From an optimization exercise on the open Yosys and OpenROAD flow, aimed at small area and a short achievable clock period; shortcuts taken in it are not production practice. At most, simulation tests tie the RTL to the original design; equivalence was not proved. The RTL of run 2 was laid out without a check of its function. No activity file was given, so power comes from the tool's default toggle rates.

==> flow/design.v (outline; a module is shown in full before it is edited, if it fits) <==
// module AdderPair: 28 lines
// module Comparator: 6 lines
// module Counter: 16 lines
// module FA: 7 lines
// module HA: 7 lines
// module Multiply16x16: 1789 lines
// module Multiply8x8: 499 lines
// module Tree8x8: 299 lines
// module Add8c: 106 lines
// module Add8: 99 lines
// module Add16: 231 lines
// module CellAOI21: 3 lines
// module CellOAI21: 3 lines
// module CellNAND2: 3 lines
// module CellNOR2: 3 lines
// module CellXOR2: 3 lines
// module CellXNOR2: 3 lines
// module MuxMod: 14 lines
// module PathSegment: 22 lines
// module ChipLevel: 23 lines
module ChipLevel (
   input  logic [15:0] data16_a, data16_b, data16_c, data16_d,
   input  logic [7:0] din_a, din_b,
   input  logic [1:0] sel,
   input  logic clk, cin, rst, start,
   input  logic s1, s2, op,
   output logic [15:0] mux_out, regout,
   output logic [31:0] m32_out,
   output logic cout1, cout2, comp_out1, comp_out2
);
  // ...
==> flow/flow/run.sh <==
#!/bin/bash
# Layout flow: the standard one, except that synthesis keeps the design's FA
# modules as the library's full-adder cell (flow/synth_fa.tcl) and leaves the
# remaining logic to ABC without re-extracting adders from it.  The
# registers must come out exactly as in the standard synthesis (same names
# and cell types); if they do not, the standard synthesis is used instead.
set -uo pipefail
R=orfs/results/$FLOW_PLATFORM/ChipLevel/base

bash standard.sh synth > std_synth.log 2>&1 || exit 1
cp $R/1_2_yosys.v std_1_2_yosys.v

# 2. the synthesis with full-adder cells, in a work folder of its own
MK=$(sed -n 's/^make -C \S* \(.*\) "\${@:-finish}"$/\1/p' standard.sh | sed 's|WORK_HOME=\S*||; s|SYNTH_SCRIPT=\S*||')
read -ra MKARGS <<< "$MK"
make -C "$FLOW_HOME" "${MKARGS[@]}" WORK_HOME="$PWD/orfs_fa" SYNTH_SCRIPT="$PWD/flow/synth_fa.tcl" \
  "SYNTH_KEEP_MODULES=FA HA CellAOI21 CellOAI21 CellNAND2 CellNOR2 CellXOR2 CellXNOR2" "ADDER_MAP_FILE=" synth > fa_synth.log 2>&1
ok=$?
if [[ $ok -eq 0 ]] && python3 flow/same_regs.py std_1_2_yosys.v orfs_fa/results/$FLOW_PLATFORM/ChipLevel/base/1_2_yosys.v > regs_check.log 2>&1; then
  echo "using the full-adder synthesis" > synth_choice.log
  cp orfs_fa/results/$FLOW_PLATFORM/ChipLevel/base/1_2_yosys.v $R/1_2_yosys.v
  rm -f $R/1_synth.odb $R/1_synth.sdc
else
  echo "using the standard synthesis (fa synth exit $ok)" > synth_choice.log
fi

# 3. the rest of the standard flow, with the ORFS settings in flow/make_args.txt
EXTRA=()
if [[ -f flow/make_args.txt ]]; then
  while read -r line; do [[ -n "$line" && "$line" != \#* ]] && EXTRA+=("${line//@FLOW@/$PWD/flow}"); done < flow/make_args.txt
fi
bash standard.sh finish "${EXTRA[@]}" > std_finish.log 2>&1
==> flow/flow/make_args.txt <==
BUFFER_PORTS_ARGS=-buffer_cell sky130_fd_sc_hd__buf_1
POST_GLOBAL_PLACE_TCL=@FLOW@/post_gpl.tcl
DONT_USE_CELLS=sky130_fd_sc_hd__probe_p_8 sky130_fd_sc_hd__probec_p_8 sky130_fd_sc_hd__lpflow_bleeder_1 sky130_fd_sc_hd__lpflow_clkbufkapwr_1 sky130_fd_sc_hd__lpflow_clkbufkapwr_16 sky130_fd_sc_hd__lpflow_clkbufkapwr_2 sky130_fd_sc_hd__lpflow_clkbufkapwr_4 sky130_fd_sc_hd__lpflow_clkbufkapwr_8 sky130_fd_sc_hd__lpflow_clkinvkapwr_1 sky130_fd_sc_hd__lpflow_clkinvkapwr_16 sky130_fd_sc_hd__lpflow_clkinvkapwr_2 sky130_fd_sc_hd__lpflow_clkinvkapwr_4 sky130_fd_sc_hd__lpflow_clkinvkapwr_8 sky130_fd_sc_hd__lpflow_decapkapwr_12 sky130_fd_sc_hd__lpflow_decapkapwr_3 sky130_fd_sc_hd__lpflow_decapkapwr_4 sky130_fd_sc_hd__lpflow_decapkapwr_6 sky130_fd_sc_hd__lpflow_decapkapwr_8 sky130_fd_sc_hd__lpflow_inputiso0n_1 sky130_fd_sc_hd__lpflow_inputiso0p_1 sky130_fd_sc_hd__lpflow_inputiso1n_1 sky130_fd_sc_hd__lpflow_inputiso1p_1 sky130_fd_sc_hd__lpflow_inputisolatch_1 sky130_fd_sc_hd__lpflow_isobufsrc_1 sky130_fd_sc_hd__lpflow_isobufsrc_16 sky130_fd_sc_hd__lpflow_isobufsrc_2 sky130_fd_sc_hd__lpflow_isobufsrc_4 sky130_fd_sc_hd__lpflow_isobufsrc_8 sky130_fd_sc_hd__lpflow_isobufsrckapwr_16 sky130_fd_sc_hd__lpflow_lsbuf_lh_hl_isowell_tap_1 sky130_fd_sc_hd__lpflow_lsbuf_lh_hl_isowell_tap_2 sky130_fd_sc_hd__lpflow_lsbuf_lh_hl_isowell_tap_4 sky130_fd_sc_hd__lpflow_lsbuf_lh_isowell_4 sky130_fd_sc_hd__lpflow_lsbuf_lh_isowell_tap_1 sky130_fd_sc_hd__lpflow_lsbuf_lh_isowell_tap_2 sky130_fd_sc_hd__lpflow_lsbuf_lh_isowell_tap_4  sky130_fd_sc_hd__clkdlybuf4s15_1 sky130_fd_sc_hd__clkdlybuf4s15_2 sky130_fd_sc_hd__clkdlybuf4s18_1 sky130_fd_sc_hd__clkdlybuf4s18_2 sky130_fd_sc_hd__clkdlybuf4s25_1 sky130_fd_sc_hd__clkdlybuf4s25_2 sky130_fd_sc_hd__clkdlybuf4s50_1 sky130_fd_sc_hd__clkdlybuf4s50_2
==> flow/flow/post_gpl.tcl <==
# The standard port buffering gives every port a buf_1 (BUFFER_PORTS_ARGS);
# input ports fan out to many cells, so their buffers become buf_2.
foreach inst [get_cells input*] {
  if {[get_property $inst ref_name] eq "sky130_fd_sc_hd__buf_1"} {
    replace_cell $inst sky130_fd_sc_hd__buf_2
  }
}
==> flow/flow/same_regs.py <==
"""Exit 0 if two netlists have the same flip-flops (instance names and cell types)."""
import re, sys

def regs(path):
    txt = open(path).read()
    return sorted(re.findall(r'(sky130_fd_sc_hd__(?:df|edf|sdf|dl)\w*)\s+(\S+)\s*\(', txt))

a, b = regs(sys.argv[1]), regs(sys.argv[2])
print(len(a), "registers in the standard synthesis,", len(b), "in the other")
if a != b or not a:
    print("differ:", sorted(set(a) ^ set(b))[:20])
    sys.exit(1)
print("same")
==> flow/flow/synth_fa.tcl <==
# synth_recipe.tcl with one change: the small gate modules of the design (FA,
# HA and the Cell* gates), kept as hierarchy through SYNTH_KEEP_MODULES,
# become the library's matching cells instead of being flattened and
# re-synthesized, so the adders keep the structure the RTL gives them.
proc synth {args} { yosys synth -nofsm -noshare {*}$args }
source $::env(SCRIPTS_DIR)/synth.tcl
foreach {m c} {
  FA        sky130_fd_sc_hd__fa_1
  HA        sky130_fd_sc_hd__ha_1
  CellAOI21 sky130_fd_sc_hd__a21oi_1
  CellOAI21 sky130_fd_sc_hd__o21ai_1
  CellNAND2 sky130_fd_sc_hd__nand2_1
  CellNOR2  sky130_fd_sc_hd__nor2_1
  CellXOR2  sky130_fd_sc_hd__xor2_1
  CellXNOR2 sky130_fd_sc_hd__xnor2_1
} {
  if {[lsearch -exact $::env(SYNTH_KEEP_MODULES) $m] >= 0} {
    chtype -set $c t:$m
    delete $m
  }
}
# left out here: clear keep_hierarchy, flatten, clean up
# a gate module whose ports do not match its cell would leave nets undriven
check -assert
# left out here: hide names made inside functions
tee -o $::env(REPORTS_DIR)/synth_stat_fa.txt stat {*}$lib_args
# left out here: write 1_2_yosys.v
==> flow/standard.sh <==
#!/bin/bash
# synth_recipe.tcl (not shown) runs the flow's synth.tcl, then flattens the netlist and writes it again
# the make line also repeats each setting of config.mk as NAME=value (left out here)
make -C /OpenROAD-flow-scripts/flow DESIGN_CONFIG=/design/flow/config.mk WORK_HOME=/design/flow/orfs CLKGATE_MAP_FILE= SYNTH_SCRIPT=/design/flow/synth_recipe.tcl "${@:-finish}"
==> flow/config.mk <==
export PLATFORM = sky130hd
export DESIGN_NAME = ChipLevel
export DESIGN_NICKNAME = ChipLevel
export VERILOG_FILES = /design/flow/design.v
export SDC_FILE = /design/flow/constraint.sdc
export NUM_CORES = 4
export LEC_CHECK = 0
export CAP_MARGIN = 20
export CORE_MARGIN = 2
export CORE_UTILIZATION = 60
export SETUP_SLACK_MARGIN = 3.9
export SLEW_MARGIN = 20
export TNS_END_PERCENT = 0
==> flow/constraint.sdc <==
create_clock -name core_clock -period 8.0 [get_ports {clk}]
set_input_delay 1.6000 -clock core_clock [delete_from_list [all_inputs] [get_ports {clk}]]
set_output_delay 1.6000 -clock core_clock [all_outputs]
set_load 0.01 [all_outputs]
==> implementation parameters, run 1 <==
Parameter                              Value

Status
  Run status  timing/DRC/antenna clean

STA
  Ratio of final minimum period to clock period    55.3%
  Post-route worst setup slack    3.58 ns
  Final-layout worst hold slack    0.327 ns
  Hold Violations, Final    0

Clock tree
  Worst-path clk slew    0.08 ns
  Total clock sinks    191
  Number of buffers created by CTS    17
  CTS Buffer Depth    2
  Depth of the CTS H-tree    4

Critical path
  Slowest cell on crit path    fa_1
  Type of the worst setup path    in2reg
  Critical path capture point type    flip-flop
  First element of the critical path    data16_b[3]
  R2R Setup Slk    3.80 ns

Place
  HPWL after DPL    30800 µm
  Area after detailed placement    0.0174 mm²

Routing
  Total number of vias    12093
  Routed met1 length    16800 µm
  Detailed Routing Iterations Pass 1    5
  Number of violations reported at the end of detailed-routing iteration 0    818

Global routing
  Met3 Usage GRT    4.97%

Power
  Total power draw    5.26 mW
  Clock share of power    16.4%
  Net switching share of the total power    43.1%
  Internal power consumption    2.99 mW

Final layout
  Number of non-clock inverters    104
  Fraction of standard cell area that is sequential    22.4%
  Most common library cell in the layout ignoring fill and taps    nand2_1
  Non-Clock Buffer Count    211
  Fillcell total    2315
  FFs & Latches    191

Hold path
  Worst Min Path Start    u1.lo1[1]

Job
  Count of maximum capacitance violations    0

Die
  Die width    171 µm
==> module Multiply8x8, before the edit <==
module Multiply8x8 (
  input  logic clk,
  input  logic [7:0] a,
  input  logic [7:0] b,
  output logic [15:0] p
);
logic pp0_0;
logic pp0_1;
logic pp0_2;
logic pp0_3;
logic pp0_4;
logic pp0_5;
logic pp0_6;
logic pp0_7;
logic pp1_0;
logic pp1_1;
logic pp1_2;
logic pp1_3;
logic pp1_4;
logic pp1_5;
logic pp1_6;
logic pp1_7;
logic pp2_0;
logic pp2_1;
logic pp2_2;
logic pp2_3;
logic pp2_4;
logic pp2_5;
logic pp2_6;
logic pp2_7;
logic pp3_0;
logic pp3_1;
logic pp3_2;
logic pp3_3;
logic pp3_4;
logic pp3_5;
logic pp3_6;
logic pp3_7;
logic pp4_0;
logic pp4_1;
logic pp4_2;
logic pp4_3;
logic pp4_4;
logic pp4_5;
logic pp4_6;
logic pp4_7;
logic pp5_0;
logic pp5_1;
logic pp5_2;
logic pp5_3;
logic pp5_4;
logic pp5_5;
logic pp5_6;
logic pp5_7;
logic pp6_0;
logic pp6_1;
logic pp6_2;
logic pp6_3;
logic pp6_4;
logic pp6_5;
logic pp6_6;
logic pp6_7;
logic pp7_0;
logic pp7_1;
logic pp7_2;
logic pp7_3;
logic pp7_4;
logic pp7_5;
logic pp7_6;
logic pp7_7;
logic t1;
logic t2;
logic t3;
logic t4;
logic t5;
logic t6;
logic t7;
logic t8;
logic t9;
logic t10;
logic t11;
logic t12;
logic t13;
logic t14;
logic t15;
logic t16;
logic t17;
logic t18;
logic t19;
logic t20;
logic t21;
logic t22;
logic t23;
logic t24;
logic t25;
logic t26;
logic t27;
logic t28;
logic t29;
logic t30;
logic t31;
logic t32;
logic t33;
logic t34;
logic t35;
logic t36;
logic t37;
logic t38;
logic t39;
logic t40;
logic t41;
logic t42;
logic t43;
logic t44;
logic t45;
logic t46;
logic t47;
logic t48;
logic t49;
logic t50;
logic t51;
logic t52;
logic t53;
logic t54;
logic t55;
logic t56;
logic t57;
logic t58;
logic t59;
logic t60;
logic t61;
logic t62;
logic t63;
logic t64;
logic t65;
logic t66;
logic t67;
logic t68;
logic t69;
logic t70;
logic t71;
logic t72;
logic t73;
logic t74;
logic t75;
logic t76;
logic t77;
logic t78;
logic t79;
logic t80;
logic t81;
logic t82;
logic t83;
logic t84;
logic t85;
logic t86;
logic t87;
logic t88;
logic t89;
logic t90;
logic t91;
logic t92;
logic t93;
logic t94;
assign pp0_0 = ~(a[0] & b[0]);
assign pp0_1 = ~(a[0] & b[1]);
assign pp0_2 = ~(a[0] & b[2]);
assign pp0_3 = ~(a[0] & b[3]);
assign pp0_4 = ~(a[0] & b[4]);
assign pp0_5 = ~(a[0] & b[5]);
assign pp0_6 = ~(a[0] & b[6]);
assign pp0_7 = ~(a[0] & b[7]);
assign pp1_0 = ~(a[1] & b[0]);
assign pp1_1 = ~(a[1] & b[1]);
assign pp1_2 = ~(a[1] & b[2]);
assign pp1_3 = ~(a[1] & b[3]);
assign pp1_4 = ~(a[1] & b[4]);
assign pp1_5 = ~(a[1] & b[5]);
assign pp1_6 = ~(a[1] & b[6]);
assign pp1_7 = ~(a[1] & b[7]);
assign pp2_0 = ~(a[2] & b[0]);
assign pp2_1 = ~(a[2] & b[1]);
assign pp2_2 = ~(a[2] & b[2]);
assign pp2_3 = ~(a[2] & b[3]);
assign pp2_4 = ~(a[2] & b[4]);
assign pp2_5 = ~(a[2] & b[5]);
assign pp2_6 = ~(a[2] & b[6]);
assign pp2_7 = ~(a[2] & b[7]);
assign pp3_0 = ~(a[3] & b[0]);
assign pp3_1 = ~(a[3] & b[1]);
assign pp3_2 = ~(a[3] & b[2]);
assign pp3_3 = ~(a[3] & b[3]);
assign pp3_4 = ~(a[3] & b[4]);
assign pp3_5 = ~(a[3] & b[5]);
assign pp3_6 = ~(a[3] & b[6]);
assign pp3_7 = ~(a[3] & b[7]);
assign pp4_0 = ~(a[4] & b[0]);
assign pp4_1 = ~(a[4] & b[1]);
assign pp4_2 = ~(a[4] & b[2]);
assign pp4_3 = ~(a[4] & b[3]);
assign pp4_4 = ~(a[4] & b[4]);
assign pp4_5 = ~(a[4] & b[5]);
assign pp4_6 = ~(a[4] & b[6]);
assign pp4_7 = ~(a[4] & b[7]);
assign pp5_0 = ~(a[5] & b[0]);
assign pp5_1 = ~(a[5] & b[1]);
assign pp5_2 = ~(a[5] & b[2]);
assign pp5_3 = ~(a[5] & b[3]);
assign pp5_4 = ~(a[5] & b[4]);
assign pp5_5 = ~(a[5] & b[5]);
assign pp5_6 = ~(a[5] & b[6]);
assign pp5_7 = ~(a[5] & b[7]);
assign pp6_0 = ~(a[6] & b[0]);
assign pp6_1 = ~(a[6] & b[1]);
assign pp6_2 = ~(a[6] & b[2]);
assign pp6_3 = ~(a[6] & b[3]);
assign pp6_4 = ~(a[6] & b[4]);
assign pp6_5 = ~(a[6] & b[5]);
assign pp6_6 = ~(a[6] & b[6]);
assign pp6_7 = ~(a[6] & b[7]);
assign pp7_0 = ~(a[7] & b[0]);
assign pp7_1 = ~(a[7] & b[1]);
assign pp7_2 = ~(a[7] & b[2]);
assign pp7_3 = ~(a[7] & b[3]);
assign pp7_4 = ~(a[7] & b[4]);
assign pp7_5 = ~(a[7] & b[5]);
assign pp7_6 = ~(a[7] & b[6]);
assign pp7_7 = ~(a[7] & b[7]);
assign t1 = ~(pp0_1 ^ pp1_0);
assign t2 = pp0_1 | pp1_0;
FA fa201 (.A(pp0_2), .B(pp1_1), .CIN(pp2_0), .COUT(t4), .SUM(t3));
assign t5 = ~(t2 ^ t3);
assign t6 = t2 | t3;
FA fa202 (.A(pp0_3), .B(pp1_2), .CIN(pp2_1), .COUT(t8), .SUM(t7));
FA fa203 (.A(pp3_0), .B(t4), .CIN(t7), .COUT(t10), .SUM(t9));
assign t11 = ~(t6 ^ t9);
assign t12 = t6 | t9;
FA fa204 (.A(pp0_4), .B(pp1_3), .CIN(pp2_2), .COUT(t14), .SUM(t13));
FA fa205 (.A(pp3_1), .B(pp4_0), .CIN(t8), .COUT(t16), .SUM(t15));
FA fa206 (.A(t13), .B(t15), .CIN(t10), .COUT(t18), .SUM(t17));
assign t19 = ~(t12 ^ t17);
assign t20 = t12 | t17;
FA fa207 (.A(pp0_5), .B(pp1_4), .CIN(pp2_3), .COUT(t22), .SUM(t21));
FA fa208 (.A(pp3_2), .B(pp4_1), .CIN(pp5_0), .COUT(t24), .SUM(t23));
FA fa209 (.A(t14), .B(t21), .CIN(t23), .COUT(t26), .SUM(t25));
FA fa210 (.A(t16), .B(t25), .CIN(t18), .COUT(t28), .SUM(t27));
assign t29 = ~(t20 ^ t27);
assign t30 = t20 | t27;
FA fa211 (.A(pp0_6), .B(pp1_5), .CIN(pp2_4), .COUT(t32), .SUM(t31));
FA fa212 (.A(pp3_3), .B(pp4_2), .CIN(pp5_1), .COUT(t34), .SUM(t33));
FA fa213 (.A(pp6_0), .B(t22), .CIN(t24), .COUT(t36), .SUM(t35));
FA fa214 (.A(t31), .B(t33), .CIN(t35), .COUT(t38), .SUM(t37));
FA fa215 (.A(t26), .B(t37), .CIN(t28), .COUT(t40), .SUM(t39));
FA fa216 (.A(pp0_7), .B(pp1_6), .CIN(pp2_5), .COUT(t42), .SUM(t41));
FA fa217 (.A(pp3_4), .B(pp4_3), .CIN(pp5_2), .COUT(t44), .SUM(t43));
FA fa218 (.A(pp6_1), .B(pp7_0), .CIN(t32), .COUT(t46), .SUM(t45));
FA fa219 (.A(t34), .B(t41), .CIN(t43), .COUT(t48), .SUM(t47));
FA fa220 (.A(t36), .B(t45), .CIN(t47), .COUT(t50), .SUM(t49));
assign t51 = ~(t38 ^ t49);
assign t52 = t38 | t49;
FA fa221 (.A(pp1_7), .B(pp2_6), .CIN(pp3_5), .COUT(t54), .SUM(t53));
FA fa222 (.A(pp4_4), .B(pp5_3), .CIN(pp6_2), .COUT(t56), .SUM(t55));
FA fa223 (.A(pp7_1), .B(t42), .CIN(t44), .COUT(t58), .SUM(t57));
FA fa224 (.A(t53), .B(t55), .CIN(t46), .COUT(t60), .SUM(t59));
FA fa225 (.A(t57), .B(t48), .CIN(t59), .COUT(t62), .SUM(t61));
assign t63 = ~(t50 ^ t52);
assign t64 = t50 | t52;
FA fa226 (.A(pp2_7), .B(pp3_6), .CIN(pp4_5), .COUT(t66), .SUM(t65));
FA fa227 (.A(pp5_4), .B(pp6_3), .CIN(pp7_2), .COUT(t68), .SUM(t67));
FA fa228 (.A(t54), .B(t56), .CIN(t65), .COUT(t70), .SUM(t69));
FA fa229 (.A(t67), .B(t58), .CIN(t69), .COUT(t72), .SUM(t71));
FA fa230 (.A(t60), .B(t71), .CIN(t62), .COUT(t74), .SUM(t73));
FA fa231 (.A(pp3_7), .B(pp4_6), .CIN(pp5_5), .COUT(t76), .SUM(t75));
FA fa232 (.A(pp6_4), .B(pp7_3), .CIN(t66), .COUT(t78), .SUM(t77));
FA fa233 (.A(t68), .B(t75), .CIN(t77), .COUT(t80), .SUM(t79));
FA fa234 (.A(t70), .B(t79), .CIN(t72), .COUT(t82), .SUM(t81));
FA fa235 (.A(pp4_7), .B(pp5_6), .CIN(pp6_5), .COUT(t84), .SUM(t83));
FA fa236 (.A(pp7_4), .B(t76), .CIN(t83), .COUT(t86), .SUM(t85));
FA fa237 (.A(t78), .B(t85), .CIN(t80), .COUT(t88), .SUM(t87));
FA fa238 (.A(pp5_7), .B(pp6_6), .CIN(pp7_5), .COUT(t90), .SUM(t89));
FA fa239 (.A(t84), .B(t89), .CIN(t86), .COUT(t92), .SUM(t91));
FA fa240 (.A(pp6_7), .B(pp7_6), .CIN(t90), .COUT(t94), .SUM(t93));
logic q0_0;
logic q0_1;
logic q0_2;
logic q0_3;
logic q0_4;
logic q0_5;
logic q0_6;
logic q0_7;
logic q0_8;
logic q0_9;
logic q0_10;
logic q0_11;
logic q0_12;
logic q0_13;
logic q0_14;
logic q1_6;
logic q1_7;
logic q1_8;
logic q1_9;
logic q1_10;
logic q1_11;
logic q1_12;
logic q1_13;
logic q1_14;
always_ff @(posedge clk) begin
  q0_0 <= pp0_0;
  q0_1 <= t1;
  q0_2 <= t5;
  q0_3 <= t11;
  q0_4 <= t19;
  q0_5 <= t29;
  q0_6 <= t30;
  q1_6 <= t39;
  q0_7 <= t40;
  q1_7 <= t51;
  q0_8 <= t61;
  q1_8 <= t63;
  q0_9 <= t64;
  q1_9 <= t73;
  q0_10 <= t74;
  q1_10 <= t81;
  q0_11 <= t82;
  q1_11 <= t87;
  q0_12 <= t88;
  q1_12 <= t91;
  q0_13 <= t92;
  q1_13 <= t93;
  q0_14 <= pp7_7;
  q1_14 <= t94;
end
logic v1;
logic v2;
logic v3;
logic v4;
logic v5;
logic v6;
logic v7;
logic v8;
logic v9;
logic v10;
logic v11;
logic v12;
logic v13;
logic v14;
logic v15;
logic v16;
logic v17;
logic v18;
logic v19;
logic v20;
logic v21;
logic v22;
logic v23;
logic v24;
logic v25;
logic v26;
logic v27;
logic v28;
logic v29;
logic v30;
logic v31;
logic v32;
logic v33;
logic v34;
logic v35;
logic v36;
logic v37;
logic v38;
logic v39;
logic v40;
logic v41;
logic v42;
logic v43;
logic v44;
logic v45;
logic v46;
logic v47;
logic v48;
logic v49;
logic v50;
logic v51;
logic v52;
logic v53;
logic v54;
logic v55;
logic v56;
logic v57;
logic v58;
logic v59;
logic v60;
logic v61;
logic v62;
logic v63;
logic v64;
logic v65;
logic v66;
logic v67;
logic v68;
logic v69;
logic v70;
logic v71;
logic v72;
logic v73;
logic v74;
logic v75;
CellNOR2 cv1 (.A(q0_6), .B(q1_6), .Y(v1));
CellXOR2 cv2 (.A(q0_6), .B(q1_6), .X(v2));
CellNOR2 cv3 (.A(q0_7), .B(q1_7), .Y(v3));
CellXOR2 cv4 (.A(q0_7), .B(q1_7), .X(v4));
CellNOR2 cv5 (.A(q0_8), .B(q1_8), .Y(v5));
CellXOR2 cv6 (.A(q0_8), .B(q1_8), .X(v6));
CellNOR2 cv7 (.A(q0_9), .B(q1_9), .Y(v7));
CellXOR2 cv8 (.A(q0_9), .B(q1_9), .X(v8));
CellNOR2 cv9 (.A(q0_10), .B(q1_10), .Y(v9));
CellXOR2 cv10 (.A(q0_10), .B(q1_10), .X(v10));
CellNOR2 cv11 (.A(q0_11), .B(q1_11), .Y(v11));
CellXOR2 cv12 (.A(q0_11), .B(q1_11), .X(v12));
CellNOR2 cv13 (.A(q0_12), .B(q1_12), .Y(v13));
CellXOR2 cv14 (.A(q0_12), .B(q1_12), .X(v14));
CellNOR2 cv15 (.A(q0_13), .B(q1_13), .Y(v15));
CellXOR2 cv16 (.A(q0_13), .B(q1_13), .X(v16));
CellNOR2 cv17 (.A(q0_14), .B(q1_14), .Y(v17));
CellXOR2 cv18 (.A(q0_14), .B(q1_14), .X(v18));
CellNOR2 cv19 (.A(q0_3), .B(q0_2), .Y(v19));
CellNOR2 cv20 (.A(q0_5), .B(q0_4), .Y(v20));
CellAOI21 cv21 (.A1(v4), .A2(v1), .B1(v3), .Y(v21));
CellNAND2 cv22 (.A(v4), .B(v2), .Y(v22));
CellAOI21 cv23 (.A1(v8), .A2(v5), .B1(v7), .Y(v23));
CellNAND2 cv24 (.A(v8), .B(v6), .Y(v24));
CellAOI21 cv25 (.A1(v12), .A2(v9), .B1(v11), .Y(v25));
CellNAND2 cv26 (.A(v12), .B(v10), .Y(v26));
CellAOI21 cv27 (.A1(v16), .A2(v13), .B1(v15), .Y(v27));
CellNAND2 cv28 (.A(v16), .B(v14), .Y(v28));
CellNAND2 cv29 (.A(v2), .B(v20), .Y(v29));
assign v30 = ~v20;
CellNOR2 cv31 (.A(v22), .B(v30), .Y(v31));
assign v32 = ~v23;
CellAOI21 cv33 (.A1(v10), .A2(v32), .B1(v9), .Y(v33));
assign v34 = ~v10;
CellNOR2 cv35 (.A(v34), .B(v24), .Y(v35));
CellOAI21 cv36 (.A1(v26), .A2(v23), .B1(v25), .Y(v36));
CellNOR2 cv37 (.A(v26), .B(v24), .Y(v37));
assign v38 = ~v27;
CellAOI21 cv39 (.A1(v18), .A2(v38), .B1(v17), .Y(v39));
assign v40 = ~v18;
CellNOR2 cv41 (.A(v40), .B(v28), .Y(v41));
CellAOI21 cv42 (.A1(v14), .A2(v36), .B1(v13), .Y(v42));
CellNAND2 cv43 (.A(v14), .B(v37), .Y(v43));
assign v44 = ~v36;
CellOAI21 cv45 (.A1(v28), .A2(v44), .B1(v27), .Y(v45));
assign v46 = ~v37;
CellNOR2 cv47 (.A(v28), .B(v46), .Y(v47));
assign v48 = ~v39;
CellAOI21 cv49 (.A1(v41), .A2(v36), .B1(v48), .Y(v49));
CellNAND2 cv50 (.A(v41), .B(v37), .Y(v50));
assign v51 = ~v21;
CellAOI21 cv52 (.A1(v6), .A2(v51), .B1(v5), .Y(v52));
CellOAI21 cv53 (.A1(v24), .A2(v21), .B1(v23), .Y(v53));
assign v54 = ~v35;
CellOAI21 cv55 (.A1(v54), .A2(v21), .B1(v33), .Y(v55));
assign v56 = ~v21;
CellAOI21 cv57 (.A1(v37), .A2(v56), .B1(v36), .Y(v57));
CellOAI21 cv58 (.A1(v43), .A2(v21), .B1(v42), .Y(v58));
assign v59 = ~v21;
CellAOI21 cv60 (.A1(v47), .A2(v59), .B1(v45), .Y(v60));
CellOAI21 cv61 (.A1(v50), .A2(v21), .B1(v49), .Y(v61));
assign v62 = ~q0_0;
assign v63 = ~q0_1;
assign v64 = ~q0_2;
assign v65 = ~q0_3;
assign v66 = ~q0_4;
assign v67 = ~q0_5;
CellXOR2 cv68 (.A(v4), .B(v1), .X(v68));
CellXNOR2 cv69 (.A(v6), .B(v21), .Y(v69));
CellXNOR2 cv70 (.A(v8), .B(v52), .Y(v70));
CellXOR2 cv71 (.A(v10), .B(v53), .X(v71));
CellXOR2 cv72 (.A(v12), .B(v55), .X(v72));
CellXNOR2 cv73 (.A(v14), .B(v57), .Y(v73));
CellXOR2 cv74 (.A(v16), .B(v58), .X(v74));
CellXNOR2 cv75 (.A(v18), .B(v60), .Y(v75));
assign p[0] = v62;
assign p[1] = v63;
assign p[2] = v64;
assign p[3] = v65;
assign p[4] = v66;
assign p[5] = v67;
assign p[6] = v2;
assign p[7] = v68;
assign p[8] = v69;
assign p[9] = v70;
assign p[10] = v71;
assign p[11] = v72;
assign p[12] = v73;
assign p[13] = v74;
assign p[14] = v75;
assign p[15] = v61;
endmodule
==> module Tree8x8, before the edit <==
module Tree8x8 (
  input  logic [7:0] a,
  input  logic [7:0] b,
  output logic [15:0] x, y
);
logic pp0_0;
logic pp0_1;
logic pp0_2;
logic pp0_3;
logic pp0_4;
logic pp0_5;
logic pp0_6;
logic pp0_7;
logic pp1_0;
logic pp1_1;
logic pp1_2;
logic pp1_3;
logic pp1_4;
logic pp1_5;
logic pp1_6;
logic pp1_7;
logic pp2_0;
logic pp2_1;
logic pp2_2;
logic pp2_3;
logic pp2_4;
logic pp2_5;
logic pp2_6;
logic pp2_7;
logic pp3_0;
logic pp3_1;
logic pp3_2;
logic pp3_3;
logic pp3_4;
logic pp3_5;
logic pp3_6;
logic pp3_7;
logic pp4_0;
logic pp4_1;
logic pp4_2;
logic pp4_3;
logic pp4_4;
logic pp4_5;
logic pp4_6;
logic pp4_7;
logic pp5_0;
logic pp5_1;
logic pp5_2;
logic pp5_3;
logic pp5_4;
logic pp5_5;
logic pp5_6;
logic pp5_7;
logic pp6_0;
logic pp6_1;
logic pp6_2;
logic pp6_3;
logic pp6_4;
logic pp6_5;
logic pp6_6;
logic pp6_7;
logic pp7_0;
logic pp7_1;
logic pp7_2;
logic pp7_3;
logic pp7_4;
logic pp7_5;
logic pp7_6;
logic pp7_7;
logic t1;
logic t2;
logic t3;
logic t4;
logic t5;
logic t6;
logic t7;
logic t8;
logic t9;
logic t10;
logic t11;
logic t12;
logic t13;
logic t14;
logic t15;
logic t16;
logic t17;
logic t18;
logic t19;
logic t20;
logic t21;
logic t22;
logic t23;
logic t24;
logic t25;
logic t26;
logic t27;
logic t28;
logic t29;
logic t30;
logic t31;
logic t32;
logic t33;
logic t34;
logic t35;
logic t36;
logic t37;
logic t38;
logic t39;
logic t40;
logic t41;
logic t42;
logic t43;
logic t44;
logic t45;
logic t46;
logic t47;
logic t48;
logic t49;
logic t50;
logic t51;
logic t52;
logic t53;
logic t54;
logic t55;
logic t56;
logic t57;
logic t58;
logic t59;
logic t60;
logic t61;
logic t62;
logic t63;
logic t64;
logic t65;
logic t66;
logic t67;
logic t68;
logic t69;
logic t70;
logic t71;
logic t72;
logic t73;
logic t74;
logic t75;
logic t76;
logic t77;
logic t78;
logic t79;
logic t80;
logic t81;
logic t82;
logic t83;
logic t84;
assign pp0_0 = ~(a[0] & b[0]);
assign pp0_1 = ~(a[0] & b[1]);
assign pp0_2 = ~(a[0] & b[2]);
assign pp0_3 = ~(a[0] & b[3]);
assign pp0_4 = ~(a[0] & b[4]);
assign pp0_5 = ~(a[0] & b[5]);
assign pp0_6 = ~(a[0] & b[6]);
assign pp0_7 = ~(a[0] & b[7]);
assign pp1_0 = ~(a[1] & b[0]);
assign pp1_1 = ~(a[1] & b[1]);
assign pp1_2 = ~(a[1] & b[2]);
assign pp1_3 = ~(a[1] & b[3]);
assign pp1_4 = ~(a[1] & b[4]);
assign pp1_5 = ~(a[1] & b[5]);
assign pp1_6 = ~(a[1] & b[6]);
assign pp1_7 = ~(a[1] & b[7]);
assign pp2_0 = ~(a[2] & b[0]);
assign pp2_1 = ~(a[2] & b[1]);
assign pp2_2 = ~(a[2] & b[2]);
assign pp2_3 = ~(a[2] & b[3]);
assign pp2_4 = ~(a[2] & b[4]);
assign pp2_5 = ~(a[2] & b[5]);
assign pp2_6 = ~(a[2] & b[6]);
assign pp2_7 = ~(a[2] & b[7]);
assign pp3_0 = ~(a[3] & b[0]);
assign pp3_1 = ~(a[3] & b[1]);
assign pp3_2 = ~(a[3] & b[2]);
assign pp3_3 = ~(a[3] & b[3]);
assign pp3_4 = ~(a[3] & b[4]);
assign pp3_5 = ~(a[3] & b[5]);
assign pp3_6 = ~(a[3] & b[6]);
assign pp3_7 = ~(a[3] & b[7]);
assign pp4_0 = ~(a[4] & b[0]);
assign pp4_1 = ~(a[4] & b[1]);
assign pp4_2 = ~(a[4] & b[2]);
assign pp4_3 = ~(a[4] & b[3]);
assign pp4_4 = ~(a[4] & b[4]);
assign pp4_5 = ~(a[4] & b[5]);
assign pp4_6 = ~(a[4] & b[6]);
assign pp4_7 = ~(a[4] & b[7]);
assign pp5_0 = ~(a[5] & b[0]);
assign pp5_1 = ~(a[5] & b[1]);
assign pp5_2 = ~(a[5] & b[2]);
assign pp5_3 = ~(a[5] & b[3]);
assign pp5_4 = ~(a[5] & b[4]);
assign pp5_5 = ~(a[5] & b[5]);
assign pp5_6 = ~(a[5] & b[6]);
assign pp5_7 = ~(a[5] & b[7]);
assign pp6_0 = ~(a[6] & b[0]);
assign pp6_1 = ~(a[6] & b[1]);
assign pp6_2 = ~(a[6] & b[2]);
assign pp6_3 = ~(a[6] & b[3]);
assign pp6_4 = ~(a[6] & b[4]);
assign pp6_5 = ~(a[6] & b[5]);
assign pp6_6 = ~(a[6] & b[6]);
assign pp6_7 = ~(a[6] & b[7]);
assign pp7_0 = ~(a[7] & b[0]);
assign pp7_1 = ~(a[7] & b[1]);
assign pp7_2 = ~(a[7] & b[2]);
assign pp7_3 = ~(a[7] & b[3]);
assign pp7_4 = ~(a[7] & b[4]);
assign pp7_5 = ~(a[7] & b[5]);
assign pp7_6 = ~(a[7] & b[6]);
assign pp7_7 = ~(a[7] & b[7]);
assign t1 = ~(pp0_2 ^ pp1_1);
assign t2 = pp0_2 | pp1_1;
FA fa241 (.A(pp0_3), .B(pp1_2), .CIN(pp2_1), .COUT(t4), .SUM(t3));
assign t5 = ~(pp3_0 ^ t2);
assign t6 = pp3_0 | t2;
FA fa242 (.A(pp0_4), .B(pp1_3), .CIN(pp2_2), .COUT(t8), .SUM(t7));
FA fa243 (.A(pp3_1), .B(pp4_0), .CIN(t4), .COUT(t10), .SUM(t9));
assign t11 = ~(t6 ^ t7);
assign t12 = t6 | t7;
FA fa244 (.A(pp0_5), .B(pp1_4), .CIN(pp2_3), .COUT(t14), .SUM(t13));
FA fa245 (.A(pp3_2), .B(pp4_1), .CIN(pp5_0), .COUT(t16), .SUM(t15));
FA fa246 (.A(t8), .B(t13), .CIN(t15), .COUT(t18), .SUM(t17));
assign t19 = ~(t12 ^ t10);
assign t20 = t12 | t10;
FA fa247 (.A(pp0_6), .B(pp1_5), .CIN(pp2_4), .COUT(t22), .SUM(t21));
FA fa248 (.A(pp3_3), .B(pp4_2), .CIN(pp5_1), .COUT(t24), .SUM(t23));
FA fa249 (.A(pp6_0), .B(t14), .CIN(t16), .COUT(t26), .SUM(t25));
FA fa250 (.A(t21), .B(t23), .CIN(t25), .COUT(t28), .SUM(t27));
assign t29 = ~(t18 ^ t20);
assign t30 = t18 | t20;
FA fa251 (.A(pp0_7), .B(pp1_6), .CIN(pp2_5), .COUT(t32), .SUM(t31));
FA fa252 (.A(pp3_4), .B(pp4_3), .CIN(pp5_2), .COUT(t34), .SUM(t33));
FA fa253 (.A(pp6_1), .B(pp7_0), .CIN(t22), .COUT(t36), .SUM(t35));
FA fa254 (.A(t24), .B(t31), .CIN(t33), .COUT(t38), .SUM(t37));
FA fa255 (.A(t26), .B(t35), .CIN(t37), .COUT(t40), .SUM(t39));
assign t41 = ~(t28 ^ t30);
assign t42 = t28 | t30;
FA fa256 (.A(pp1_7), .B(pp2_6), .CIN(pp3_5), .COUT(t44), .SUM(t43));
FA fa257 (.A(pp4_4), .B(pp5_3), .CIN(pp6_2), .COUT(t46), .SUM(t45));
FA fa258 (.A(pp7_1), .B(t32), .CIN(t34), .COUT(t48), .SUM(t47));
FA fa259 (.A(t43), .B(t45), .CIN(t36), .COUT(t50), .SUM(t49));
FA fa260 (.A(t47), .B(t38), .CIN(t49), .COUT(t52), .SUM(t51));
assign t53 = ~(t40 ^ t42);
assign t54 = t40 | t42;
FA fa261 (.A(pp2_7), .B(pp3_6), .CIN(pp4_5), .COUT(t56), .SUM(t55));
FA fa262 (.A(pp5_4), .B(pp6_3), .CIN(pp7_2), .COUT(t58), .SUM(t57));
FA fa263 (.A(t44), .B(t46), .CIN(t55), .COUT(t60), .SUM(t59));
FA fa264 (.A(t57), .B(t48), .CIN(t59), .COUT(t62), .SUM(t61));
FA fa265 (.A(t50), .B(t61), .CIN(t52), .COUT(t64), .SUM(t63));
FA fa266 (.A(pp3_7), .B(pp4_6), .CIN(pp5_5), .COUT(t66), .SUM(t65));
FA fa267 (.A(pp6_4), .B(pp7_3), .CIN(t56), .COUT(t68), .SUM(t67));
FA fa268 (.A(t58), .B(t65), .CIN(t67), .COUT(t70), .SUM(t69));
FA fa269 (.A(t60), .B(t69), .CIN(t62), .COUT(t72), .SUM(t71));
FA fa270 (.A(pp4_7), .B(pp5_6), .CIN(pp6_5), .COUT(t74), .SUM(t73));
FA fa271 (.A(pp7_4), .B(t66), .CIN(t73), .COUT(t76), .SUM(t75));
FA fa272 (.A(t68), .B(t75), .CIN(t70), .COUT(t78), .SUM(t77));
FA fa273 (.A(pp5_7), .B(pp6_6), .CIN(pp7_5), .COUT(t80), .SUM(t79));
FA fa274 (.A(t74), .B(t79), .CIN(t76), .COUT(t82), .SUM(t81));
FA fa275 (.A(pp6_7), .B(pp7_6), .CIN(t80), .COUT(t84), .SUM(t83));
assign x[0] = ~pp0_0;
assign y[0] = 1'b0;
assign x[1] = ~pp0_1;
assign y[1] = ~pp1_0;
assign x[2] = ~pp2_0;
assign y[2] = ~t1;
assign x[3] = ~t3;
assign y[3] = ~t5;
assign x[4] = ~t9;
assign y[4] = ~t11;
assign x[5] = ~t17;
assign y[5] = ~t19;
assign x[6] = ~t27;
assign y[6] = ~t29;
assign x[7] = ~t39;
assign y[7] = ~t41;
assign x[8] = ~t51;
assign y[8] = ~t53;
assign x[9] = ~t54;
assign y[9] = ~t63;
assign x[10] = ~t64;
assign y[10] = ~t71;
assign x[11] = ~t72;
assign y[11] = ~t77;
assign x[12] = ~t78;
assign y[12] = ~t81;
assign x[13] = ~t82;
assign y[13] = ~t83;
assign x[14] = ~pp7_7;
assign y[14] = ~t84;
assign x[15] = 1'b0;
assign y[15] = 1'b0;
endmodule
==> run 2: changes to the inputs <==
--- a/flow/design.v
+++ b/flow/design.v
@@ -1034,6 +1034,6 @@
 FA fa12 (.A(pp3_3), .B(pp4_2), .CIN(pp5_1), .COUT(t34), .SUM(t33));
 FA fa13 (.A(pp6_0), .B(t22), .CIN(t24), .COUT(t36), .SUM(t35));
-FA fa14 (.A(t31), .B(t33), .CIN(t35), .COUT(t38), .SUM(t37));
-FA fa15 (.A(t26), .B(t37), .CIN(t28), .COUT(t40), .SUM(t39));
+FA fa14 (.A(t31), .B(t33), .CIN(t26), .COUT(t38), .SUM(t37));
+FA fa15 (.A(t35), .B(t37), .CIN(t28), .COUT(t40), .SUM(t39));
 FA fa16 (.A(pp0_7), .B(pp1_6), .CIN(pp2_5), .COUT(t42), .SUM(t41));
 FA fa17 (.A(pp3_4), .B(pp4_3), .CIN(pp5_2), .COUT(t44), .SUM(t43));
@@ -1049,6 +1049,6 @@
 FA fa25 (.A(t55), .B(t57), .CIN(t46), .COUT(t62), .SUM(t61));
 FA fa26 (.A(t48), .B(t59), .CIN(t61), .COUT(t64), .SUM(t63));
-assign t65 = ~(t50 ^ t52);
-assign t66 = t50 | t52;
+assign t65 = ~(t50 ^ t63);
+assign t66 = t50 | t63;
 FA fa27 (.A(pp0_9), .B(pp1_8), .CIN(pp2_7), .COUT(t68), .SUM(t67));
 FA fa28 (.A(pp3_6), .B(pp4_5), .CIN(pp5_4), .COUT(t70), .SUM(t69));
@@ -1056,5 +1056,5 @@
 FA fa30 (.A(pp9_0), .B(t54), .CIN(t56), .COUT(t74), .SUM(t73));
 FA fa31 (.A(t58), .B(t67), .CIN(t69), .COUT(t76), .SUM(t75));
-FA fa32 (.A(t71), .B(t73), .CIN(t60), .COUT(t78), .SUM(t77));
+FA fa32 (.A(t71), .B(t60), .CIN(t73), .COUT(t78), .SUM(t77));
 FA fa33 (.A(t75), .B(t62), .CIN(t77), .COUT(t80), .SUM(t79));
 assign t81 = ~(t64 ^ t79);
@@ -1067,5 +1067,5 @@
 FA fa39 (.A(t85), .B(t87), .CIN(t74), .COUT(t94), .SUM(t93));
 FA fa40 (.A(t89), .B(t76), .CIN(t91), .COUT(t96), .SUM(t95));
-FA fa41 (.A(t78), .B(t93), .CIN(t95), .COUT(t98), .SUM(t97));
+FA fa41 (.A(t93), .B(t78), .CIN(t95), .COUT(t98), .SUM(t97));
 assign t99 = ~(t80 ^ t97);
 assign t100 = t80 | t97;
@@ -1076,6 +1076,6 @@
 FA fa46 (.A(t84), .B(t86), .CIN(t88), .COUT(t110), .SUM(t109));
 FA fa47 (.A(t101), .B(t103), .CIN(t105), .COUT(t112), .SUM(t111));
-FA fa48 (.A(t107), .B(t90), .CIN(t109), .COUT(t114), .SUM(t113));
-FA fa49 (.A(t92), .B(t111), .CIN(t94), .COUT(t116), .SUM(t115));
+FA fa48 (.A(t107), .B(t90), .CIN(t92), .COUT(t114), .SUM(t113));
+FA fa49 (.A(t109), .B(t111), .CIN(t94), .COUT(t116), .SUM(t115));
 FA fa50 (.A(t113), .B(t96), .CIN(t115), .COUT(t118), .SUM(t117));
 assign t119 = ~(t98 ^ t117);
@@ -1088,5 +1088,5 @@
 FA fa56 (.A(t106), .B(t108), .CIN(t121), .COUT(t132), .SUM(t131));
 FA fa57 (.A(t123), .B(t125), .CIN(t127), .COUT(t134), .SUM(t133));
-FA fa58 (.A(t110), .B(t129), .CIN(t112), .COUT(t136), .SUM(t135));
+FA fa58 (.A(t110), .B(t112), .CIN(t129), .COUT(t136), .SUM(t135));
 FA fa59 (.A(t131), .B(t133), .CIN(t114), .COUT(t138), .SUM(t137));
 FA fa60 (.A(t135), .B(t116), .CIN(t137), .COUT(t140), .SUM(t139));
@@ -1101,5 +1101,5 @@
 FA fa67 (.A(t143), .B(t145), .CIN(t147), .COUT(t156), .SUM(t155));
 FA fa68 (.A(t149), .B(t130), .CIN(t151), .COUT(t158), .SUM(t157));
-FA fa69 (.A(t153), .B(t132), .CIN(t134), .COUT(t160), .SUM(t159));
+FA fa69 (.A(t132), .B(t134), .CIN(t153), .COUT(t160), .SUM(t159));
 FA fa70 (.A(t155), .B(t136), .CIN(t157), .COUT(t162), .SUM(t161));
 FA fa71 (.A(t159), .B(t138), .CIN(t161), .COUT(t164), .SUM(t163));
@@ -1114,6 +1114,6 @@
 FA fa78 (.A(t150), .B(t167), .CIN(t169), .COUT(t180), .SUM(t179));
 FA fa79 (.A(t171), .B(t173), .CIN(t175), .COUT(t182), .SUM(t181));
-FA fa80 (.A(t152), .B(t154), .CIN(t177), .COUT(t184), .SUM(t183));
-FA fa81 (.A(t156), .B(t179), .CIN(t181), .COUT(t186), .SUM(t185));
+FA fa80 (.A(t152), .B(t154), .CIN(t156), .COUT(t184), .SUM(t183));
+FA fa81 (.A(t177), .B(t179), .CIN(t181), .COUT(t186), .SUM(t185));
 FA fa82 (.A(t158), .B(t160), .CIN(t183), .COUT(t188), .SUM(t187));
 FA fa83 (.A(t185), .B(t162), .CIN(t187), .COUT(t190), .SUM(t189));
@@ -1129,8 +1129,8 @@
 FA fa91 (.A(t193), .B(t195), .CIN(t197), .COUT(t208), .SUM(t207));
 FA fa92 (.A(t199), .B(t201), .CIN(t178), .COUT(t210), .SUM(t209));
-FA fa93 (.A(t203), .B(t205), .CIN(t180), .COUT(t212), .SUM(t211));
-FA fa94 (.A(t182), .B(t207), .CIN(t184), .COUT(t214), .SUM(t213));
-FA fa95 (.A(t209), .B(t186), .CIN(t211), .COUT(t216), .SUM(t215));
-FA fa96 (.A(t188), .B(t213), .CIN(t215), .COUT(t218), .SUM(t217));
+FA fa93 (.A(t180), .B(t182), .CIN(t203), .COUT(t212), .SUM(t211));
+FA fa94 (.A(t205), .B(t207), .CIN(t209), .COUT(t214), .SUM(t213));
+FA fa95 (.A(t184), .B(t186), .CIN(t211), .COUT(t216), .SUM(t215));
+FA fa96 (.A(t213), .B(t188), .CIN(t215), .COUT(t218), .SUM(t217));
 assign t219 = ~(t190 ^ t217);
 assign t220 = t190 | t217;
@@ -1144,10 +1144,10 @@
 FA fa104 (.A(t223), .B(t225), .CIN(t227), .COUT(t236), .SUM(t235));
 FA fa105 (.A(t229), .B(t204), .CIN(t206), .COUT(t238), .SUM(t237));
-FA fa106 (.A(t231), .B(t208), .CIN(t233), .COUT(t240), .SUM(t239));
+FA fa106 (.A(t208), .B(t231), .CIN(t233), .COUT(t240), .SUM(t239));
 FA fa107 (.A(t235), .B(t210), .CIN(t212), .COUT(t242), .SUM(t241));
 FA fa108 (.A(t237), .B(t239), .CIN(t214), .COUT(t244), .SUM(t243));
-FA fa109 (.A(t216), .B(t241), .CIN(t243), .COUT(t246), .SUM(t245));
-assign t247 = ~(t218 ^ t220);
-assign t248 = t218 | t220;
+FA fa109 (.A(t241), .B(t216), .CIN(t243), .COUT(t246), .SUM(t245));
+assign t247 = ~(t218 ^ t245);
+assign t248 = t218 | t245;
 FA fa110 (.A(pp10_7), .B(pp11_6), .CIN(pp12_5), .COUT(t250), .SUM(t249));
 FA fa111 (.A(pp13_4), .B(pp14_3), .CIN(pp15_2), .COUT(t252), .SUM(t251));
@@ -1158,8 +1158,8 @@
 FA fa116 (.A(t230), .B(t249), .CIN(t251), .COUT(t262), .SUM(t261));
 FA fa117 (.A(t253), .B(t255), .CIN(t232), .COUT(t264), .SUM(t263));
-FA fa118 (.A(t257), .B(t259), .CIN(t234), .COUT(t266), .SUM(t265));
-FA fa119 (.A(t236), .B(t261), .CIN(t238), .COUT(t268), .SUM(t267));
+FA fa118 (.A(t257), .B(t234), .CIN(t236), .COUT(t266), .SUM(t265));
+FA fa119 (.A(t259), .B(t261), .CIN(t238), .COUT(t268), .SUM(t267));
 FA fa120 (.A(t263), .B(t240), .CIN(t265), .COUT(t270), .SUM(t269));
-FA fa121 (.A(t242), .B(t267), .CIN(t269), .COUT(t272), .SUM(t271));
+FA fa121 (.A(t267), .B(t242), .CIN(t269), .COUT(t272), .SUM(t271));
 FA fa122 (.A(t244), .B(t271), .CIN(t246), .COUT(t274), .SUM(t273));
 FA fa123 (.A(pp10_8), .B(pp11_7), .CIN(pp12_6), .COUT(t276), .SUM(t275));
@@ -1170,9 +1170,9 @@
 FA fa128 (.A(t254), .B(t256), .CIN(t275), .COUT(t286), .SUM(t285));
 FA fa129 (.A(t277), .B(t279), .CIN(t281), .COUT(t288), .SUM(t287));
-FA fa130 (.A(t258), .B(t260), .CIN(t283), .COUT(t290), .SUM(t289));
-FA fa131 (.A(t262), .B(t285), .CIN(t287), .COUT(t292), .SUM(t291));
+FA fa130 (.A(t258), .B(t260), .CIN(t262), .COUT(t290), .SUM(t289));
+FA fa131 (.A(t283), .B(t285), .CIN(t287), .COUT(t292), .SUM(t291));
 FA fa132 (.A(t264), .B(t266), .CIN(t289), .COUT(t294), .SUM(t293));
 FA fa133 (.A(t291), .B(t268), .CIN(t270), .COUT(t296), .SUM(t295));
-FA fa134 (.A(t293), .B(t272), .CIN(t295), .COUT(t298), .SUM(t297));
+FA fa134 (.A(t293), .B(t295), .CIN(t272), .COUT(t298), .SUM(t297));
 FA fa135 (.A(pp10_9), .B(pp11_8), .CIN(pp12_7), .COUT(t300), .SUM(t299));
 FA fa136 (.A(pp13_6), .B(pp14_5), .CIN(pp15_4), .COUT(t302), .SUM(t301));
@@ -1182,6 +1182,6 @@
 FA fa140 (.A(t282), .B(t299), .CIN(t301), .COUT(t310), .SUM(t309));
 FA fa141 (.A(t303), .B(t305), .CIN(t284), .COUT(t312), .SUM(t311));
-FA fa142 (.A(t307), .B(t286), .CIN(t288), .COUT(t314), .SUM(t313));
-FA fa143 (.A(t309), .B(t290), .CIN(t311), .COUT(t316), .SUM(t315));
+FA fa142 (.A(t286), .B(t288), .CIN(t307), .COUT(t314), .SUM(t313));
+FA fa143 (.A(t309), .B(t311), .CIN(t290), .COUT(t316), .SUM(t315));
 FA fa144 (.A(t292), .B(t313), .CIN(t294), .COUT(t318), .SUM(t317));
 FA fa145 (.A(t315), .B(t296), .CIN(t317), .COUT(t320), .SUM(t319));
@@ -1192,8 +1192,8 @@
 FA fa150 (.A(t302), .B(t304), .CIN(t306), .COUT(t330), .SUM(t329));
 FA fa151 (.A(t321), .B(t323), .CIN(t325), .COUT(t332), .SUM(t331));
-FA fa152 (.A(t308), .B(t327), .CIN(t329), .COUT(t334), .SUM(t333));
-FA fa153 (.A(t310), .B(t331), .CIN(t312), .COUT(t336), .SUM(t335));
-FA fa154 (.A(t314), .B(t333), .CIN(t316), .COUT(t338), .SUM(t337));
-FA fa155 (.A(t335), .B(t318), .CIN(t337), .COUT(t340), .SUM(t339));
+FA fa152 (.A(t308), .B(t327), .CIN(t310), .COUT(t334), .SUM(t333));
+FA fa153 (.A(t329), .B(t331), .CIN(t312), .COUT(t336), .SUM(t335));
+FA fa154 (.A(t314), .B(t333), .CIN(t335), .COUT(t338), .SUM(t337));
+FA fa155 (.A(t316), .B(t337), .CIN(t318), .COUT(t340), .SUM(t339));
 FA fa156 (.A(pp10_11), .B(pp11_10), .CIN(pp12_9), .COUT(t342), .SUM(t341));
 FA fa157 (.A(pp13_8), .B(pp14_7), .CIN(pp15_6), .COUT(t344), .SUM(t343));
@@ -1202,6 +1202,6 @@
 FA fa160 (.A(t326), .B(t341), .CIN(t343), .COUT(t350), .SUM(t349));
 FA fa161 (.A(t345), .B(t328), .CIN(t330), .COUT(t352), .SUM(t351));
-FA fa162 (.A(t347), .B(t332), .CIN(t349), .COUT(t354), .SUM(t353));
-FA fa163 (.A(t334), .B(t351), .CIN(t353), .COUT(t356), .SUM(t355));
+FA fa162 (.A(t332), .B(t347), .CIN(t349), .COUT(t354), .SUM(t353));
+FA fa163 (.A(t351), .B(t334), .CIN(t353), .COUT(t356), .SUM(t355));
 FA fa164 (.A(t336), .B(t355), .CIN(t338), .COUT(t358), .SUM(t357));
 FA fa165 (.A(pp10_12), .B(pp11_11), .CIN(pp12_10), .COUT(t360), .SUM(t359));
@@ -1210,5 +1210,5 @@
 FA fa168 (.A(t342), .B(t344), .CIN(t346), .COUT(t366), .SUM(t365));
 FA fa169 (.A(t359), .B(t361), .CIN(t363), .COUT(t368), .SUM(t367));
-FA fa170 (.A(t348), .B(t365), .CIN(t350), .COUT(t370), .SUM(t369));
+FA fa170 (.A(t348), .B(t350), .CIN(t365), .COUT(t370), .SUM(t369));
 FA fa171 (.A(t367), .B(t352), .CIN(t354), .COUT(t372), .SUM(t371));
 FA fa172 (.A(t369), .B(t356), .CIN(t371), .COUT(t374), .SUM(t373));
@@ -1224,6 +1224,6 @@
 FA fa182 (.A(pp9_15), .B(t376), .CIN(t378), .COUT(t394), .SUM(t393));
 FA fa183 (.A(t389), .B(t391), .CIN(t380), .COUT(t396), .SUM(t395));
-FA fa184 (.A(t393), .B(t382), .CIN(t384), .COUT(t398), .SUM(t397));
-FA fa185 (.A(t395), .B(t386), .CIN(t397), .COUT(t400), .SUM(t399));
+FA fa184 (.A(t382), .B(t393), .CIN(t395), .COUT(t398), .SUM(t397));
+FA fa185 (.A(t384), .B(t397), .CIN(t386), .COUT(t400), .SUM(t399));
 FA fa186 (.A(pp10_15), .B(pp11_14), .CIN(pp12_13), .COUT(t402), .SUM(t401));
 FA fa187 (.A(pp13_12), .B(pp14_11), .CIN(pp15_10), .COUT(t404), .SUM(t403));
@@ -1308,5 +1308,5 @@
   q0_7 <= t40;
   q1_7 <= t51;
-  q0_8 <= t63;
+  q0_8 <= t52;
   q1_8 <= t65;
   q0_9 <= t66;
@@ -1324,5 +1324,5 @@
   q0_15 <= t192;
   q1_15 <= t219;
-  q0_16 <= t245;
+  q0_16 <= t220;
   q1_16 <= t247;
   q0_17 <= t248;
@@ -2103,6 +2103,6 @@
 FA fa212 (.A(pp3_3), .B(pp4_2), .CIN(pp5_1), .COUT(t34), .SUM(t33));
 FA fa213 (.A(pp6_0), .B(t22), .CIN(t24), .COUT(t36), .SUM(t35));
-FA fa214 (.A(t31), .B(t33), .CIN(t35), .COUT(t38), .SUM(t37));
-FA fa215 (.A(t26), .B(t37), .CIN(t28), .COUT(t40), .SUM(t39));
+FA fa214 (.A(t31), .B(t33), .CIN(t26), .COUT(t38), .SUM(t37));
+FA fa215 (.A(t35), .B(t37), .CIN(t28), .COUT(t40), .SUM(t39));
 FA fa216 (.A(pp0_7), .B(pp1_6), .CIN(pp2_5), .COUT(t42), .SUM(t41));
 FA fa217 (.A(pp3_4), .B(pp4_3), .CIN(pp5_2), .COUT(t44), .SUM(t43));
@@ -2116,7 +2116,7 @@
 FA fa223 (.A(pp7_1), .B(t42), .CIN(t44), .COUT(t58), .SUM(t57));
 FA fa224 (.A(t53), .B(t55), .CIN(t46), .COUT(t60), .SUM(t59));
-FA fa225 (.A(t57), .B(t48), .CIN(t59), .COUT(t62), .SUM(t61));
-assign t63 = ~(t50 ^ t52);
-assign t64 = t50 | t52;
+FA fa225 (.A(t48), .B(t57), .CIN(t59), .COUT(t62), .SUM(t61));
+assign t63 = ~(t50 ^ t61);
+assign t64 = t50 | t61;
 FA fa226 (.A(pp2_7), .B(pp3_6), .CIN(pp4_5), .COUT(t66), .SUM(t65));
 FA fa227 (.A(pp5_4), .B(pp6_3), .CIN(pp7_2), .COUT(t68), .SUM(t67));
@@ -2169,5 +2169,5 @@
   q0_7 <= t40;
   q1_7 <= t51;
-  q0_8 <= t61;
+  q0_8 <= t52;
   q1_8 <= t63;
   q0_9 <= t64;
@@ -2580,12 +2580,12 @@
 FA fa245 (.A(pp3_2), .B(pp4_1), .CIN(pp5_0), .COUT(t16), .SUM(t15));
 FA fa246 (.A(t8), .B(t13), .CIN(t15), .COUT(t18), .SUM(t17));
-assign t19 = ~(t12 ^ t10);
-assign t20 = t12 | t10;
+assign t19 = ~(t10 ^ t12);
+assign t20 = t10 | t12;
 FA fa247 (.A(pp0_6), .B(pp1_5), .CIN(pp2_4), .COUT(t22), .SUM(t21));
 FA fa248 (.A(pp3_3), .B(pp4_2), .CIN(pp5_1), .COUT(t24), .SUM(t23));
 FA fa249 (.A(pp6_0), .B(t14), .CIN(t16), .COUT(t26), .SUM(t25));
-FA fa250 (.A(t21), .B(t23), .CIN(t25), .COUT(t28), .SUM(t27));
-assign t29 = ~(t18 ^ t20);
-assign t30 = t18 | t20;
+FA fa250 (.A(t21), .B(t23), .CIN(t18), .COUT(t28), .SUM(t27));
+assign t29 = ~(t25 ^ t20);
+assign t30 = t25 | t20;
 FA fa251 (.A(pp0_7), .B(pp1_6), .CIN(pp2_5), .COUT(t32), .SUM(t31));
 FA fa252 (.A(pp3_4), .B(pp4_3), .CIN(pp5_2), .COUT(t34), .SUM(t33));
@@ -2593,11 +2593,11 @@
 FA fa254 (.A(t24), .B(t31), .CIN(t33), .COUT(t38), .SUM(t37));
 FA fa255 (.A(t26), .B(t35), .CIN(t37), .COUT(t40), .SUM(t39));
-assign t41 = ~(t28 ^ t30);
-assign t42 = t28 | t30;
+assign t41 = ~(t30 ^ t28);
+assign t42 = t30 | t28;
 FA fa256 (.A(pp1_7), .B(pp2_6), .CIN(pp3_5), .COUT(t44), .SUM(t43));
 FA fa257 (.A(pp4_4), .B(pp5_3), .CIN(pp6_2), .COUT(t46), .SUM(t45));
 FA fa258 (.A(pp7_1), .B(t32), .CIN(t34), .COUT(t48), .SUM(t47));
 FA fa259 (.A(t43), .B(t45), .CIN(t36), .COUT(t50), .SUM(t49));
-FA fa260 (.A(t47), .B(t38), .CIN(t49), .COUT(t52), .SUM(t51));
+FA fa260 (.A(t38), .B(t47), .CIN(t49), .COUT(t52), .SUM(t51));
 assign t53 = ~(t40 ^ t42);
 assign t54 = t40 | t42;
==> implementation parameters, run 2 <==
Parameter                              Value

Critical path
  Type of the worst setup path    in2reg (unchanged)
  Critical path capture point type    flip-flop (unchanged)
  Critical path cell sequence    buf_4, nand2_1, fa_2, fa_1, fa_1, fa_1, fa_1, fa_1 (was buf_8, nand2_1, fa_2, fa_1, fa_1, fa_1, fa_1, fa_1)
  Worst Path Max Fanout    11 (was 10)
  CP peak stage delay    0.55 ns (was 0.59 ns)
  Startpoint types    input pin (unchanged)
  Arrival time at the worst endpoint    4.76 ns (was 4.73 ns)
  CP most frequent cell    fa_1 (unchanged)
  Slowest cell on crit path    fa_1 (unchanged)
  Worst Path Required    8.33 ns (was 8.31 ns)
  Cell class contributing the biggest share of worst-path delay    adder cells (unchanged)
  Worst path buffer plus inverter count    1 (unchanged)

Place
  Area after detailed placement    0.0174 mm² (about the same)
  Pre-CTS setup slack    2.70 ns (was 2.62 ns)
  HPWL after DPL    30400 µm (was 30800 µm)
  # port buffers    156 (unchanged)
  Inst Count DP    2190 (was 2180)

Global routing
  Global-route track usage on met2    47.7% (was 48.6%)
  Met3 Usage GRT    5.52% (was 4.97%)
  Maximum number of pins on one net before global-route repair    40 (unchanged)
  Vias in the first global route    12605 (was 12671)
  Leftover overflow at the end of global routing    0 (unchanged)
  Antenna violations before repair    1 (was 0)
  Wire length of the first global-routing pass    63600 µm (was 64200 µm)
  Global-route layer with the greatest usage    met2 (unchanged)
  Overall Global Routing Usage    28.2% (was 28.7%)
  Global Route met1 Usage    36.8% (was 37.9%)

Job
  Count of maximum capacitance violations    0 (unchanged)

STA
  Hold Violations, Final    0 (unchanged)
  Number of slew-limit violations in the final report    0 (unchanged)
  Setup repair after global routing missed its margin    true (unchanged)
  Final critical delay including setup and external delays    4.43 ns (was 4.42 ns)
  Final-layout worst hold slack    0.330 ns (was 0.327 ns)
  Setup clock skew after layout    0.0137 ns (was 0.0109 ns)
  Setup-violating endpoint count in the final report    0 (unchanged)
  Post-route worst setup slack    3.57 ns (was 3.58 ns)
  Max-Slew Margin vs Limit    39.3% (was 38.3%)
  Ratio of final minimum period to clock period    55.3% (about the same)
  Transition time at the pin with the least slew margin    0.910 ns (was 0.925 ns)
  Final total negative setup slack    0 ns (unchanged)
  Max Fclk    0.226 GHz (about the same)

Final layout
  Non-Filler Instances    2223 (was 2231)
  Final cell area excluding filler cells    0.0184 mm² (was 0.0185 mm²)
  Area growth from synthesis to final layout    9.47% (was 10.0%)
  Share of layout cells above drive strength 1    12.6% (was 14.1%)
  Most common library cell in the layout ignoring fill and taps    nand2_1 (unchanged)
  Final-stage net count    2227 (was 2236)
  Commonest cells after routing, fill and taps aside    nand2_1 (441), fa_1 (258), dfxtp_1 (159) (was nand2_1 (441), fa_1 (252), dfxtp_1 (159))

Status
  Run status  timing/DRC/antenna clean (unchanged)

Routing
  Final antenna-violating net count    0 (unchanged)
  Residual DRC count    0 (unchanged)
  Number of violations reported at the end of detailed-routing iteration 0    660 (was 818)
  Mean routed wirelength per cell    17.6 µm (was 17.8 µm)
  Via/cell ratio    5.46 (was 5.42)
  Detailed Routing Iterations Pass 1    5 (unchanged)
  Post-Route WL    39100 µm (was 39700 µm)
  Total number of vias    12136 (was 12093)

Die
  Die outline height    171 µm (about the same)
  Row count    61 (unchanged)
  Overall die area    0.0294 mm² (was 0.0293 mm²)
  Area of the core region    0.0277 mm² (was 0.0276 mm²)
  Die width    171 µm (about the same)
  Effective utilization at floorplan    60.7% (about the same)
  Boundary Pins    157 (unchanged)

Synthesis
  Synthesized area    0.0168 mm² (about the same)
  Post-synthesis area per instance    9.48 µm² (was 9.54 µm²)
  Net count after synthesis    2168 (was 2156)
  Yosys Warn Count    6 (unchanged)
  Synthesized instance count    1772 (was 1760)

Clock tree
  Depth of the CTS H-tree    4 (unchanged)
  Worst-path clk slew    0.08 ns (about the same)
  CTS Buffer Depth    2 (unchanged)
  Number of buffers created by CTS    17 (unchanged)
  CTS tree    built (unchanged)
  Clock latency of the later-clocked register in the worst-skew pair    0.46 ns (was 0.44 ns)
  CTS Hold Buffers Added    0 (unchanged)
  Total clock sinks    191 (unchanged)
  Cell chosen for the clock root    clkbuf_16 (unchanged)

Hold path
  Worst hold path class    reg2reg (unchanged)

Power
  Power density normalized to cell area    288 mW/mm² (was 285 mW/mm²)
  Static leakage    7.12 nW (was 7.15 nW)
  Max rail drop VDD    204 µV (was 159 µV)
run 2: path summary, 6_finish.rpt:
check	start	to	slack, ns	depth (start not counted)
hold / removal	u1.lo1[0]	u1.ad16[0]	0.33	0
setup / recovery	data16_b[12]	u5.q1_17	3.57	8
hold reg to reg	u1.lo1[0]	u1.ad16[0]	0.33	0
setup reg to reg	u7.BDATA[6]	u7.REGOUT[15]	3.76	13
run 2: repair_timing:
item,CTS,global route
buffers inserted,0,0
pin swaps,1,12
resized for setup,88,36
gates cloned,0,0
endpoints found under the setup margin,78,80
run 2: power by group:
part	switching (mW)	internal (mW)	leakage [nW]
Clock	0.459	0.440	0.307
Sequential	0.165	1.28	1.66
Combinational	1.65	1.30	5.16
Total	2.28	3.02	7.12
run 2: area by class of cell:
type	instances	area (µm²)
multi-input combinational	1325	11600
fill	2283	9310
sequential	191	4140
timing repair buffer	191	1120
tap	378	473
clock buffer	17	425
inverter	105	394
clock inverter	15	211
antenna	1	2.50
run 2: routing by layer:
metal | up-vias | routed length [µm]
li1 | 5627 | -
met3 | 74 | 2660
met5 | - | 0
met2 | 470 | 19300
met1 | 5965 | 16000
met4 | 0 | 1070
run 2: metrics by stage:
step	total power [mW]	utilization, %
floorplan	3.95	-
global route	5.83	66.4
detailed placement	4.39	62.8
finish	5.29	66.4
global placement	4.31	62.4
CTS	5.33	66.0

-- what the ideal ports hide --
No port has a modelled driver above. Below, the same layouts with a new extraction and two added sets of constraints.
Step 1 sets driving cells, clkbuf_16 on the clock port and buf_2 on the other inputs (assumed; they add their load-dependent delay and slew).
Step 2 also shifts input and output timing later by t, the mid clock arrival at the registers, as if the neighbouring blocks saw the same clock.
Slacks: ideal / step 1 / step 2; pairs: ideal / step 1.
| run | t, ns | setup WS [ns] | latest minus earliest clock arrival (ns) | worst slew at a driven data input, ns |
|---|---|---|---|---|
| run 1 | 0.486 | 3.578 / 3.575 / 3.089 | 0.014 / 0.014 | 0.07 |
| run 2 | 0.501 | 3.573 / 3.556 / 3.055 | 0.016 / 0.016 | 0.08 |
After both steps setup and hold are still met in every run listed. The setup slack of run 2, which loses most, moves by -0.017 ns with the drivers and by -0.518 ns with both steps.
